Source: an optimization exercise on an open RTL-to-GDS flow (aim: small area). Production flows keep margins and buffers that such runs may drop.
The RTL was checked by simulation tests, not by an equivalence proof against the original design.
Power is estimated from default activity; no workload was simulated.

## top_module
module top_module(
    input wire clk,
    input wire rst,
    input wire spi_mosi,
    input wire spi_cs_n,
    input wire mic_data_1,
    input wire mic_data_2,
    output wire [7:0] out,
    output wire pos,
    output wire neg
);
clock: 8.0 ns
lec_check: 0
cap_margin: 20
core_margin: 2
core_utilization: 85
place_density: 0.9
slew_margin: 20
standard.sh (not shown) runs the stock make flow with config.mk's settings and CLKGATE_MAP_FILE= SYNTH_SCRIPT=/design/flow/synth_recipe.tcl, a recipe that flattens the netlist after the stock synthesis.
==> flow/flow/run.sh <==
#!/bin/bash
# The standard ORFS layout, with two changes: clock tree synthesis without
# dummy loads, and port buffers of the smallest buffer cell.
set -euo pipefail
export CTS_ARGS="-sink_clustering_enable -repair_clock_nets -buf_list sky130_fd_sc_hd__clkbuf_8 -sink_clustering_size 20 -sink_clustering_max_diameter 80 -balance_levels -dont_use_dummy_load"
export BUFFER_PORTS_ARGS="-buffer_cell sky130_fd_sc_hd__buf_1"
bash standard.sh finish > standard_flow.log 2>&1
The starting point never finished: it broke off in detailed placement (3_5_place_dp) with DPL-0033.
Rerun with:
==> flow/flow/run.sh (replaced) <==
#!/bin/bash
# The standard ORFS layout, with these changes:
# - synthesis maps the logic with an area-oriented ABC script (flow/abc.script)
#   in place of ORFS's delay-oriented one; everything else in synthesis,
#   including the register mapping, is the standard synthesis;
# - clock tree synthesis without dummy loads, with clkbuf_8 clusters;
# - port buffers of the smallest buffer cell.
set -euo pipefail
here=$(pwd)
rm -rf "$here/scripts_abc"
cp -r "$FLOW_HOME/scripts" "$here/scripts_abc"
cp "$here/flow/abc.script" "$here/scripts_abc/abc_speed.script"
bash standard.sh SCRIPTS_DIR="$here/scripts_abc" synth > synth_flow.log 2>&1
export CTS_ARGS="-sink_clustering_enable -repair_clock_nets -buf_list sky130_fd_sc_hd__clkbuf_8 -sink_clustering_size 20 -sink_clustering_max_diameter 60 -dont_use_dummy_load"
export BUFFER_PORTS_ARGS="-buffer_cell sky130_fd_sc_hd__buf_1"
bash standard.sh finish > standard_flow.log 2>&1
==> flow/flow/abc.script (new file) <==
strash
dch -f
amap
topo
stime -c
- CORE_UTILIZATION: 85 -> 70
- PLACE_DENSITY: 0.9 -> default
Now the flow passed the timing, design-rule and antenna checks. Synthesized area drops slightly. Synthesized cell count climbs slightly.
Rerun with:
==> flow/flow/run.sh (replaced) <==
#!/bin/bash
# The standard ORFS layout, with two changes: clock tree synthesis without
# dummy loads, and port buffers of the smallest buffer cell.
set -euo pipefail
export CTS_ARGS="-sink_clustering_enable -repair_clock_nets -buf_list sky130_fd_sc_hd__clkbuf_8 -sink_clustering_size 20 -sink_clustering_max_diameter 80 -balance_levels -dont_use_dummy_load"
export BUFFER_PORTS_ARGS="-buffer_cell sky130_fd_sc_hd__buf_1"
bash standard.sh finish > standard_flow.log 2>&1
- CORE_UTILIZATION: 70 -> 80
removed: flow/flow/abc.script
Result:
- Now the flow ended with an error in detailed placement (3_5_place_dp)
- synthesized area goes up by 1.3%
- synthesized cell count decreases by 0.69%
Rerun with:
==> flow/flow/run.sh (replaced) <==
#!/bin/bash
# The standard ORFS layout, with these changes:
# - synthesis maps the logic with an area-oriented ABC script (flow/abc.script)
#   in place of ORFS's delay-oriented one; everything else in synthesis,
#   including the register mapping, is the standard synthesis;
# - clock tree synthesis without dummy loads, with clkbuf_8 clusters;
# - port buffers of the smallest buffer cell.
set -euo pipefail
here=$(pwd)
rm -rf "$here/scripts_abc"
cp -r "$FLOW_HOME/scripts" "$here/scripts_abc"
cp "$here/flow/abc.script" "$here/scripts_abc/abc_speed.script"
bash standard.sh SCRIPTS_DIR="$here/scripts_abc" synth > synth_flow.log 2>&1
export CTS_ARGS="-sink_clustering_enable -repair_clock_nets -buf_list sky130_fd_sc_hd__clkbuf_8 -sink_clustering_size 20 -sink_clustering_max_diameter 80 -balance_levels -dont_use_dummy_load"
export BUFFER_PORTS_ARGS="-buffer_cell sky130_fd_sc_hd__buf_1"
bash standard.sh finish > standard_flow.log 2>&1
==> flow/flow/abc.script (new file) <==
strash
&get -n
&st
&dch
&nf -a
&put
topo
stime -c
dnsize -c
- CORE_UTILIZATION: 80 -> 70
Result: With this change the flow ran to the end with no violations; synthesized cell count shrinks by 0.80%; area after synthesis shrinks by 0.93%.

---

Another version of the RTL of top_module (not shown whole).
For scale: ~610 flip-flops, ~16 I/O pins, ~0.021 mm2 of cells after synthesis.
// top_module
module top_module(
    input wire clk,
    input wire rst,
    input wire spi_mosi,
    input wire spi_cs_n,
    input wire mic_data_1,
    input wire mic_data_2,
    output wire [7:0] out,
    output wire pos,
    output wire neg
);
Settings: LEC_CHECK=0, CAP_MARGIN=20, CORE_MARGIN=2, CORE_UTILIZATION=60, CTS_BUF_LIST=sky130_fd_sc_hd__clkbuf_4 sky130_fd_sc_hd__clkbuf_8 sky130_fd_sc_hd__clkbuf_16, CTS_CLUSTER_DIAMETER=60, CTS_CLUSTER_SIZE=20, SLEW_MARGIN=20; clock period 8.0 ns.
run.sh (not shown) runs the stock make flow with config.mk's settings and CLKGATE_MAP_FILE= SYNTH_SCRIPT=/design/flow/synth_recipe.tcl, a recipe that flattens the netlist after the stock synthesis.
Stock flow here: none of the scripts above is used.
Rerun with:
CTS_BUF_LIST = sky130_fd_sc_hd__clkbuf_8   (was sky130_fd_sc_hd__clkbuf_4 sky130_fd_sc_hd__clkbuf_8 sky130_fd_sc_hd__clkbuf_16)
The changed run produced a clean layout.
Die area is unchanged.
Area after synthesis does not change.
Non-clock buffer count went down by 1.
Synthesized cell count is unchanged.
Register-to-register slack is better by 0.14 ns.
Via count went down by 0.85%.

---

## JK
The RTL this note starts from:
==> flow/design.v <==
module spi_port (
    input wire clk,
    input wire rst,
    input wire spi_mosi,
    input wire spi_cs_n,
    output wire cap_now,           
    output wire nxt_a0,            
    output wire nxt_a1,            
    output reg [7:0] value,
    output wire a0,                
    output wire a1,                
    output wire lt8                
);
    reg [10:0] shift_reg;          
    reg [2:0] zeros;               
    reg cs_low_prev;
    reg [1:0] cls;                 
    wire nxt_lt8 = (zeros == 3'd5);
    assign nxt_a0  = nxt_lt8 & (shift_reg[10:8] == 3'd0);
    assign nxt_a1  = nxt_lt8 & (shift_reg[10:8] == 3'd1);
    assign cap_now = spi_cs_n & cs_low_prev;
    assign a0  = (cls == 2'd0);
    assign a1  = (cls == 2'd1);
    assign lt8 = (cls != 2'd3);
    always @(posedge clk or posedge rst) begin
        if (rst) begin
            shift_reg <= 11'b0;
            zeros <= 3'd5;
            cs_low_prev <= 1'b0;
            value <= 8'b0;
            cls <= 2'd0;
        end else begin
            cs_low_prev <= ~spi_cs_n;
            if (!spi_cs_n) begin
                shift_reg <= {shift_reg[9:0], spi_mosi};
                if (shift_reg[10]) zeros <= 3'd0;
                else if (!nxt_lt8) zeros <= zeros + 3'd1;
            end else if (cs_low_prev) begin
                value <= shift_reg[7:0];
                cls <= {~nxt_a0 & ~nxt_a1, ~nxt_a0 & (~nxt_lt8 | nxt_a1)};
            end
        end
    end
endmodule
module config_memory (
    input wire clk,
    input wire rst,
    input wire cap_now,
    input wire nxt_a0,
    input wire nxt_a1,
    input wire [7:0] value,
    input wire a0,
    input wire a1,
    input wire lt8,
    output reg [7:0] ratio,
    output reg flen_gt1
);
    reg [7:0] mem0;
    reg mem1_gt1;
    wire val_gt1 = |value[7:1];
    always @(posedge clk or posedge rst) begin
        if (rst) begin
            mem0 <= 8'b0;
            mem1_gt1 <= 1'b0;
            ratio <= 8'b0;
            flen_gt1 <= 1'b0;
        end else begin
            if (a0) mem0 <= value;
            if (a1) mem1_gt1 <= val_gt1;
            if (cap_now) begin
                if (nxt_a0) ratio <= lt8 ? value : 8'b0;
                if (nxt_a1) flen_gt1 <= lt8 & val_gt1;
            end else begin
                if (a0) ratio <= mem0;
                if (a1) flen_gt1 <= mem1_gt1;
            end
        end
    end
endmodule
module decimator (
    input wire clk,
    input wire rst,
    input wire [7:0] ratio,
    input wire data_1,
    input wire data_2,
    output reg out_1,
    output reg out_2,
    output reg en
);
    reg [7:0] counter;
    reg dec_clk;
    wire r1 = (ratio == 8'd1);
    wire [8:0] next = {1'b0, counter} + 9'd1;
    wire hit = (ratio != 8'd0) && (next >= {1'b0, ratio});
    always @(posedge clk or posedge rst) begin
        if (rst) begin
            counter <= 8'b0;
            out_1 <= 1'b0;
            out_2 <= 1'b0;
            dec_clk <= 1'b0;
            en <= 1'b0;
        end else begin
            en <= 1'b0;
            if (r1) begin
                out_1 <= data_1;
                out_2 <= data_2;
            end else if (hit) begin
                counter <= 8'b0;
                out_1 <= data_1;
                out_2 <= data_2;
                dec_clk <= ~dec_clk;
                en <= ~dec_clk;
            end else begin
                counter <= next[7:0];
            end
        end
    end
endmodule
module buffer (
    input wire clk,
    input wire rst,
    input wire en,
    input wire data_1,
    input wire data_2,
    input wire flen_gt1,
    output reg [7:0] corr,
    output reg pos,
    output reg neg
);
    reg [255:0] shift_reg_1;
    reg [255:0] shift_reg_2;
    reg seen, full;
    reg [7:0] lfsr;
    wire lfsr_home = (lfsr == 8'h01);
    reg [7:0] corr_neg;
    reg [7:0] corr_pos;
    wire v0   = seen;
    wire v255 = full;
    wire v254 = full | (seen & lfsr_home);
    wire n1_0   = v0 & shift_reg_1[0];
    wire n2_0   = v0 & shift_reg_2[0];
    wire o1_255 = v255 & shift_reg_1[255];
    wire o2_255 = v255 & shift_reg_2[255];
    wire o1_254 = v254 & shift_reg_1[254];
    wire o2_254 = v254 & shift_reg_2[254];
    function [7:0] step(input [7:0] x, input up, input dn);
        integer i;
        reg u, d;
        begin
            u = up & ~dn;
            d = dn & ~up;
            for (i = 0; i < 8; i = i + 1) begin
                step[i] = x[i] ^ (u | d);
                u = u & x[i];
                d = d & ~x[i];
            end
        end
    endfunction
    always @(posedge clk) begin
        if (en) begin
            shift_reg_1 <= {shift_reg_1[254:0], data_1};
            shift_reg_2 <= {shift_reg_2[254:0], data_2};
        end
    end
    always @(posedge clk or posedge rst) begin
        if (rst) begin
            seen <= 1'b0;
            full <= 1'b0;
            lfsr <= 8'h01;
            corr <= 8'b0;
            corr_neg <= 8'b0;
            corr_pos <= 8'b0;
            pos <= 1'b0;
            neg <= 1'b0;
        end else if (en) begin
            seen <= 1'b1;
            if (v254) full <= 1'b1;
            lfsr <= {lfsr[6:0], lfsr[7] ^ lfsr[5] ^ lfsr[4] ^ lfsr[3]};
            corr <= step(corr, data_1 ^ data_2, o1_255 ^ o2_255);
            if (flen_gt1) begin
                corr_neg <= step(corr_neg, n1_0 ^ data_2, o1_255 ^ o2_254);
                corr_pos <= step(corr_pos, data_1 ^ n2_0, o1_254 ^ o2_255);
            end
            neg <= corr_neg < corr_pos;
            pos <= corr_pos < corr_neg;
        end
    end
endmodule
module top_module(
    input wire clk,
    input wire rst,
    input wire spi_mosi,
    input wire spi_cs_n,
    input wire mic_data_1,
    input wire mic_data_2,
    output wire [7:0] out,
    output wire pos,
    output wire neg
);
    wire cap_now, nxt_a0, nxt_a1;
    wire [7:0] value;
    wire a0, a1, lt8;
    wire [7:0] ratio;
    wire flen_gt1;
    wire dec_1, dec_2, dec_en;
    spi_port u_spi_port (
        .clk(clk), .rst(rst), .spi_mosi(spi_mosi), .spi_cs_n(spi_cs_n),
        .cap_now(cap_now), .nxt_a0(nxt_a0), .nxt_a1(nxt_a1),
        .value(value), .a0(a0), .a1(a1), .lt8(lt8)
    );
    config_memory u_memory (
        .clk(clk), .rst(rst), .cap_now(cap_now), .nxt_a0(nxt_a0), .nxt_a1(nxt_a1),
        .value(value), .a0(a0), .a1(a1), .lt8(lt8),
        .ratio(ratio), .flen_gt1(flen_gt1)
    );
    decimator u_decimator (
        .clk(clk), .rst(rst), .ratio(ratio), .data_1(mic_data_1), .data_2(mic_data_2),
        .out_1(dec_1), .out_2(dec_2), .en(dec_en)
    );
    buffer u_buffer (
        .clk(clk), .rst(rst), .en(dec_en | (ratio == 8'd1)),
        .data_1(dec_1), .data_2(dec_2), .flen_gt1(flen_gt1),
        .corr(out), .pos(pos), .neg(neg)
    );
endmodule
export LEC_CHECK = 0
export CAP_MARGIN = 20
export CORE_MARGIN = 2
export CORE_UTILIZATION = 60
export CTS_BUF_LIST = sky130_fd_sc_hd__clkbuf_8
export CTS_CLUSTER_DIAMETER = 60
export CTS_CLUSTER_SIZE = 20
export SLEW_MARGIN = 20
create_clock -name core_clock -period 8.0 [get_ports {clk}]
JK: flow completed, timing, DRC and antenna clean
diff inputs: JK => MS
# JK
export LEC_CHECK = 0
export CAP_MARGIN = 20
export CORE_MARGIN = 2
export CORE_UTILIZATION = 60
export CTS_BUF_LIST = sky130_fd_sc_hd__clkbuf_8
export CTS_CLUSTER_DIAMETER = 60
export CTS_CLUSTER_SIZE = 20
export SLEW_MARGIN = 20
create_clock -name core_clock -period 8.0 [get_ports {clk}]
# MS
export LEC_CHECK = 0
export CAP_MARGIN = 20
export CORE_MARGIN = 2
export CORE_UTILIZATION = 70
export SLEW_MARGIN = 20
create_clock -name core_clock -period 8.0 [get_ports {clk}]
==> flow/flow/run.sh (new file) <==
#!/bin/bash
# The standard ORFS layout, with these changes: clock tree synthesis
# without dummy loads and with clkbuf_8 clusters of up to 20 sinks, port
# buffers of the smallest buffer cell, and power recovery (downsizing off
# the critical paths) after global routing, followed by a slew repair.
set -euo pipefail
here=$(pwd)
export CTS_ARGS="-sink_clustering_enable -repair_clock_nets -buf_list sky130_fd_sc_hd__clkbuf_8 -sink_clustering_size 20 -sink_clustering_max_diameter 60 -dont_use_dummy_load"
export BUFFER_PORTS_ARGS="-buffer_cell sky130_fd_sc_hd__buf_1"
export RECOVER_POWER=100
export POST_GLOBAL_ROUTE_TCL="$here/flow/post_grt.tcl"
bash standard.sh finish > standard_flow.log 2>&1
==> flow/flow/post_grt.tcl (new file) <==
# After power recovery has downsized cells off the critical paths, fix
# any slew or capacitance it broke, then refresh the route guides.
log_cmd estimate_parasitics -global_routing
log_cmd global_route -start_incremental
log_cmd repair_design -slew_margin 20 -cap_margin 20 -verbose
log_cmd detailed_placement
log_cmd global_route -end_incremental
log_cmd estimate_parasitics -global_routing
report_check_types -max_slew -max_capacitance -violators
write_guides $::env(RESULTS_DIR)/route.guide
==> flow/standard.sh (new file) <==
#!/bin/bash
# synth_recipe.tcl (not shown) runs the flow's synth.tcl, then flattens the netlist and writes it again
# the make line also repeats each setting of config.mk as NAME=value (left out here)
make -C /OpenROAD-flow-scripts/flow DESIGN_CONFIG=/design/flow/config.mk WORK_HOME=/design/flow/orfs CLKGATE_MAP_FILE= SYNTH_SCRIPT=/design/flow/synth_recipe.tcl "${@:-finish}"
removed: flow/run.sh
==> run summary <==
Higher clock latency reported for the late side of the worst-skew pair goes to JK over MS. [compare] base=JK new=MS: required time of the critical path -60 ps; clock sink count ~0 delta.
Relative to MS, the following input files were edited for AL:
# MS
export LEC_CHECK = 0
export CAP_MARGIN = 20
export CORE_MARGIN = 2
export CORE_UTILIZATION = 70
export SLEW_MARGIN = 20
create_clock -name core_clock -period 8.0 [get_ports {clk}]
# AL
export LEC_CHECK = 0
export CAP_MARGIN = 20
export CORE_MARGIN = 2
export CORE_UTILIZATION = 60
export SLEW_MARGIN = 20
create_clock -name core_clock -period 8.0 [get_ports {clk}]
==> flow/flow/run.sh <==
#!/bin/bash
# The standard ORFS layout, with two changes: clock tree synthesis without
# dummy loads, and port buffers of the smallest buffer cell.
set -euo pipefail
export CTS_ARGS="-sink_clustering_enable -repair_clock_nets -buf_list sky130_fd_sc_hd__clkbuf_8 -sink_clustering_size 20 -sink_clustering_max_diameter 60 -dont_use_dummy_load"
export BUFFER_PORTS_ARGS="-buffer_cell sky130_fd_sc_hd__buf_1"
export RECOVER_POWER=100
bash standard.sh finish > standard_flow.log 2>&1
removed: flow/flow/post_grt.tcl
Results
- Comparing final critical-path share of the clock period for MS and AL, the smaller number came from MS.
- When AL is measured against MS, its setup slack turns out 1470 ps lower.
- | post-detailed-route via-to-cell ratio | AL vs MS | about 4.6% lower |
- | AL | all stages done | FAIL | capacitance limit, slew limit |
- AL -> MS: length of the first detailed-routing pass in iterations delta 0, exact match
The inputs of TR differ from those of AL as listed below.
# AL
export LEC_CHECK = 0
export CAP_MARGIN = 20
export CORE_MARGIN = 2
export CORE_UTILIZATION = 60
export SLEW_MARGIN = 20
create_clock -name core_clock -period 8.0 [get_ports {clk}]
# TR
export LEC_CHECK = 0
export CAP_MARGIN = 0
export CORE_MARGIN = 2
export CORE_UTILIZATION = 60
export CTS_BUF_LIST = sky130_fd_sc_hd__clkbuf_8
export CTS_CLUSTER_DIAMETER = 60
export CTS_CLUSTER_SIZE = 20
export SLEW_MARGIN = 0
create_clock -name core_clock -period 8.0 [get_ports {clk}]
==> flow/run.sh (new file) <==
#!/bin/bash
# synth_recipe.tcl (not shown) runs the flow's synth.tcl, then flattens the netlist and writes it again
# the make line also repeats each setting of config.mk as NAME=value (left out here)
make -C /OpenROAD-flow-scripts/flow DESIGN_CONFIG=/design/flow/config.mk WORK_HOME=/design/flow/orfs CLKGATE_MAP_FILE= SYNTH_SCRIPT=/design/flow/synth_recipe.tcl finish
removed: flow/flow/run.sh
removed: flow/standard.sh
## What came out
TR has completed all stages; timing, DRC and antenna checks passed.
Relative to AL, TR degrades final area.
Delta(post-layout utilization of the core, TR - AL) > 0
Cmp TR vs AL: max-capacitance violation count lower in TR
Changes observed in TR relative to AL: share of power burned in combinational logic down 0.3 points, detailed-router iteration count before antenna repair down 1, share of cell area taken by flip-flops and latches down 0.92 points, die area flat.
Between TR and AL, the layout net count figures differ only marginally.
[compare] base=AL new=TR: clock transition time at the flip-flop clock pins of the worst setup and hold paths roughly the same, part of the cycle the worst path needs moved down, synthesized area did not really move.

## afterwards: timing with drivers on the ports
The flow's constraints put no driver on any port. The routed layouts listed below were extracted and timed again, unchanged, in two steps.
Step 1 (the two cells are an assumption about what drives the block):
set clk [get_ports {clk}]
set_driving_cell -lib_cell sky130_fd_sc_hd__clkbuf_16 $clk
set_driving_cell -lib_cell sky130_fd_sc_hd__buf_2 [delete_from_list [all_inputs] $clk]
Step 2 also shifts input and output timing later by t, the mid clock arrival at the registers, as if the neighbouring blocks saw the same clock.
Three values: ideal ports, drivers, drivers and shift; two values: the first two.
run	shift t [ns]	setup slack, ns	worst setup path after step 2	slew at the worst register clock pin (ns)	worst slew at a driven data input, ns
the second run of note 1	0.571	3.966 / 3.991 / 3.420	input to register	0.11 / 0.11	0.03
the fourth run of note 1	0.587	4.456 / 4.472 / 3.885	input to register	0.12 / 0.12	0.03
the first run of note 2	0.579	4.237 / 4.267 / 3.688	input to register	0.08 / 0.08	0.03
the second run of note 2	0.613	4.266 / 4.292 / 3.680	input to register	0.11 / 0.11	0.03
JK	0.619	4.130 / 4.152 / 3.533	input to register	0.11 / 0.11	0.03
MS	0.568	4.211 / 4.220 / 3.652	input to register	0.11 / 0.11	0.03
AL	0.588	2.745 / 2.745 / 2.745	register to register	0.12 / 0.12	0.03
TR	0.619	4.130 / 4.152 / 3.533	input to register	0.11 / 0.11	0.03
